Background: an optimization exercise with open tools, aiming at small area. Do not read the settings as production practice. Only simulation tests tie the RTL to the original design; equivalence was not proved. No driver is modelled on the clock port, so clocking that relies on it looks cheaper here than on a real chip. No activity file was given, so power comes from the tool's default toggle rates.

Setup of oak:
==> flow/design.v (excerpt) <==
module mainblock(clk_50M, reset, dio, sclk, stb, data_check, light_chuc1, light_dv1, light_chuc2, light_dv2,light1, light2);
Size in the first run: about 200 cells after synthesis, about 38 flip-flops, roughly 33 I/O pins, about 1900 um2 of cells after synthesis.
==> flow/config.mk <==
export PLATFORM = sky130hd
export DESIGN_NAME = mainblock
export DESIGN_NICKNAME = mainblock
export VERILOG_FILES = /design/flow/design.v
export SDC_FILE = /design/flow/constraint.sdc
export NUM_CORES = 4
export LEC_CHECK = 0
export CAP_MARGIN = 20
export CORE_MARGIN = 2
export CORE_UTILIZATION = 40
export PLACE_DENSITY = 0.85
export SLEW_MARGIN = 20
==> flow/constraint.sdc <==
create_clock -name core_clock -period 5.0 [get_ports {clk_50M}]
set_input_delay 1.0000 -clock core_clock [delete_from_list [all_inputs] [get_ports {clk_50M}]]
set_output_delay 1.0000 -clock core_clock [all_outputs]
set_load 0.01 [all_outputs]
standard.sh (not shown) runs the stock make flow with config.mk's settings and CLKGATE_MAP_FILE= SYNTH_SCRIPT=/design/flow/synth_recipe.tcl, a recipe that flattens the netlist after the stock synthesis.
==> flow/flow/run.sh <==
#!/bin/bash
# Layout flow:
#  1. the standard synthesis, then a second synthesis (flow/synth.tcl) that
#     differs only in its combinational mapping; the second is kept only if
#     it has exactly the same registers (names and cell types).
#  2. the standard placement, with the smallest buffer (buf_1) on the ports.
#  3. clock tree: a few clock buffers fed by the clock port, each driving a
#     group of nearby registers (flow/clock.tcl).
#  4. the standard routing and finishing.
set -euo pipefail
RES=orfs/results/$FLOW_PLATFORM/mainblock/base
PORTBUF='BUFFER_PORTS_ARGS=-buffer_cell sky130_fd_sc_hd__buf_1'
bash standard.sh synth > synth_standard.log 2>&1
mkdir -p keep
cp $RES/1_2_yosys.v $RES/1_2_yosys.sdc $RES/1_synth.odb $RES/1_synth.sdc keep/
python3 flow/regs.py list keep/1_2_yosys.v > regs_standard.txt
rm -f $RES/1_2_yosys.v $RES/1_2_yosys.sdc $RES/1_synth.odb $RES/1_synth.sdc
if bash standard.sh SYNTH_SCRIPT=$PWD/flow/synth.tcl synth > synth_own.log 2>&1 \
   && python3 flow/regs.py rename keep/1_2_yosys.v $RES/1_2_yosys.v own_renamed.v \
   && cp own_renamed.v $RES/1_2_yosys.v && rm -f $RES/1_synth.odb $RES/1_synth.sdc \
   && bash standard.sh synth > synth_own_odb.log 2>&1 \
   && python3 flow/regs.py list $RES/1_2_yosys.v > regs_own.txt \
   && cmp -s regs_standard.txt regs_own.txt; then
  echo "own synthesis kept" > synth_choice.log
else
  echo "own synthesis dropped, standard synthesis used" > synth_choice.log
  cp keep/* $RES/
fi
bash standard.sh "$PORTBUF" place > place.log 2>&1
export RES
export LIB=$FLOW_HOME/platforms/sky130hd/lib/sky130_fd_sc_hd__tt_025C_1v80.lib
export SETRC=$FLOW_HOME/platforms/sky130hd/setRC.tcl
export CLKPORT=clk_50M
ok=0
for cfg in "3 clkbuf_4" "1 clkbuf_16" "2 clkbuf_8" "4 clkbuf_4" "3 clkbuf_8" "4 clkbuf_8" "4 clkbuf_16"; do
  set -- $cfg
  CLK_GROUPS=$1 CLKBUF=sky130_fd_sc_hd__$2 openroad -no_init -exit flow/clock.tcl > clock_$1_$2.log 2>&1
  s=$(sed -n 's/^max clk slew //p' clock_$1_$2.log)
  if awk -v s="$s" 'BEGIN{exit !(s < 0.112)}'; then ok=1; break; fi
done
[[ $ok == 1 ]]
bash standard.sh "$PORTBUF" finish > finish.log 2>&1
==> flow/flow/abc.script <==
strash
&get -n
&deepsyn -J 100 -T 120 -S @SEED@
&put
@MAP@
topo
stime -c
==> flow/flow/synth.tcl <==
# The standard flow's synthesis (synth_recipe.tcl) with two changes: no adder extraction
# (extract_fa), and an area-oriented ABC script (flow/abc.script, run with a
# few random seeds and two mappings; the smallest result is kept). Registers are mapped exactly
# as in the standard synthesis.
set flowdir [file dirname [file normalize [info script]]]
proc synth {args} { yosys synth -nofsm -noshare {*}$args }
proc extract_fa {args} { puts "extract_fa skipped" }
proc design_area {} {
  set s [tee -q -s result.string stat {*}$::lib_args]
  regexp {Chip area for module[^:]*:\s*([0-9.]+)} $s -> a
  return $a
}
proc abc {args} {
  set i [lsearch -exact $args -script]
  if { $i < 0 } {
    yosys abc {*}$args
    return
  }
  set f [open $::flowdir/abc.script]
  set script [read $f]
  close $f
  yosys design -save abc_in
  set best -1
  foreach seed {0 1 2 3 4 5} {
    foreach map {{dch -f; amap} {dch -f; amap; strash; dch -f; amap}} {
      set fn $::env(OBJECTS_DIR)/abc_run.script
      set f [open $fn w]
      puts $f [string map [list @SEED@ $seed @MAP@ $map] $script]
      close $f
      yosys design -load abc_in
      yosys abc {*}[lreplace $args [expr {$i + 1}] [expr {$i + 1}] $fn]
      set a [design_area]
      puts "abc seed $seed, mapping '$map': area $a"
      if { $best < 0 || $a < $best } {
        set best $a
        yosys design -save abc_best
      }
    }
  }
  yosys design -load abc_best
  puts "abc kept area $best"
}
source $::env(SCRIPTS_DIR)/synth.tcl
# left out here: clear keep_hierarchy, flatten, clean up, hide names made inside functions, write 1_2_yosys.v
Other scripts of this flow, unchanged in this note and not shown: flow/flow/clock.tcl, flow/flow/regs.py
The final layout from oak, which completed every stage, passed the timing, DRC and antenna checks at the end of the flow.
### oak -> pine
# oak
export LEC_CHECK = 0
export CAP_MARGIN = 20
export CORE_MARGIN = 2
export CORE_UTILIZATION = 40
export PLACE_DENSITY = 0.85
export SLEW_MARGIN = 20
create_clock -name core_clock -period 5.0 [get_ports {clk_50M}]
# pine
export LEC_CHECK = 0
export CAP_MARGIN = 0
export CORE_MARGIN = 2
export CORE_UTILIZATION = 40
export GPL_TIMING_DRIVEN = 0
export SLEW_MARGIN = 0
create_clock -name core_clock -period 5.0 [get_ports {clk_50M}]
==> results.txt <==
[pine vs oak] final non-filler cell total: higher in pine
Diff oak -> pine: logic gate share of total power neither gained nor lost much, cell area picked up an extra about 0.36%.
Lower met1 demand-to-capacity share in global routing among pine and oak: oak
| number of antenna violations at the first check in global routing | pine vs oak | ≈ equal |
Relative to oak, post-layout minimum cycle time has gone up in pine.
Compared with oak, in pine first-pass GRT wire length went up about 7%, number of nets in the final layout went up 0.39%, wire length went up about 1.8%, number of placed instances, taps included went up about 0.36%.
Inputs modified between pine and birch:
# pine
export LEC_CHECK = 0
export CAP_MARGIN = 0
export CORE_MARGIN = 2
export CORE_UTILIZATION = 40
export GPL_TIMING_DRIVEN = 0
export SLEW_MARGIN = 0
create_clock -name core_clock -period 5.0 [get_ports {clk_50M}]
# birch
export LEC_CHECK = 0
export CAP_MARGIN = 20
export CORE_MARGIN = 2
export CORE_UTILIZATION = 40
export PLACE_DENSITY = 0.85
export SLEW_MARGIN = 20
create_clock -name core_clock -period 5.0 [get_ports {clk_50M}]
==> flow/flow/abc.script <==
strash
&get -n
&deepsyn -T 10 -S @SEED@
&put
@MAP@
topo
stime -c
--- a/flow/flow/synth.tcl
+++ b/flow/flow/synth.tcl
@@ -24 +24 @@
-  foreach seed {0 1 2 3 4 5} {
+  foreach seed {0 1 2 3 4 5 6 7} {
==> results.txt <==
birch finished all stages; the layout is clean. Max routed wirelength normalized by instance count across birch and pine: birch. Compared with pine, in birch utilization -0.26 points, basic-gate share of the synthesized area counting and, or, nand and nor cells decreased by 2.9 points relative to the old numbers, count of nets after finishing decreased by about 2.7% relative to the old numbers. Between birch and pine, the routed wire length is higher for birch. Summary of the comparison: share of post-route cells with drive strength above 1 is lower in birch, relative to pine. Row ratio of final minimum period to clock period: birch lower / pine higher. birch and pine ended up with roughly the same starting utilization of the core area. Relative to pine, via count increased by 1.7% in birch. pine -> birch: remaining global-route overflow flat.

-- static timing again, ports no longer ideal --
The flow's constraints put no driver on any port. The routed layouts listed below were extracted and timed again, unchanged, in two steps.
Step 1: set_driving_cell puts a clkbuf_16 on clk_50M and a buf_2 on each other input, an assumption about the parent block.
Step 2 adds t to the input delays and takes it off the output delays; t is the mean of the earliest and latest rising clock arrival at the registers after step 1. Input paths then give back, and output paths get back, about the clock's delay inside the block.
Three values: ideal ports, drivers, drivers and shift; two values: the first two.
| run | t, ns | setup slack, ns | latest minus earliest clock arrival (ns) | worst register clock-pin slew, ns | pins driven straight from the clock port |
|---|---|---|---|---|---|
| oak | 0.199 | 0.705 / 0.661 / 0.860 | 0.007 / 0.008 | 0.10 / 0.10 | 4 |
| pine | 0.203 | 0.466 / 0.421 / 0.624 | 0.009 / 0.008 | 0.10 / 0.10 | 4 |
| birch | 0.207 | 0.608 / 0.561 / 0.768 | 0.009 / 0.008 | 0.10 / 0.10 | 4 |
After both steps setup and hold are still met in every run listed.
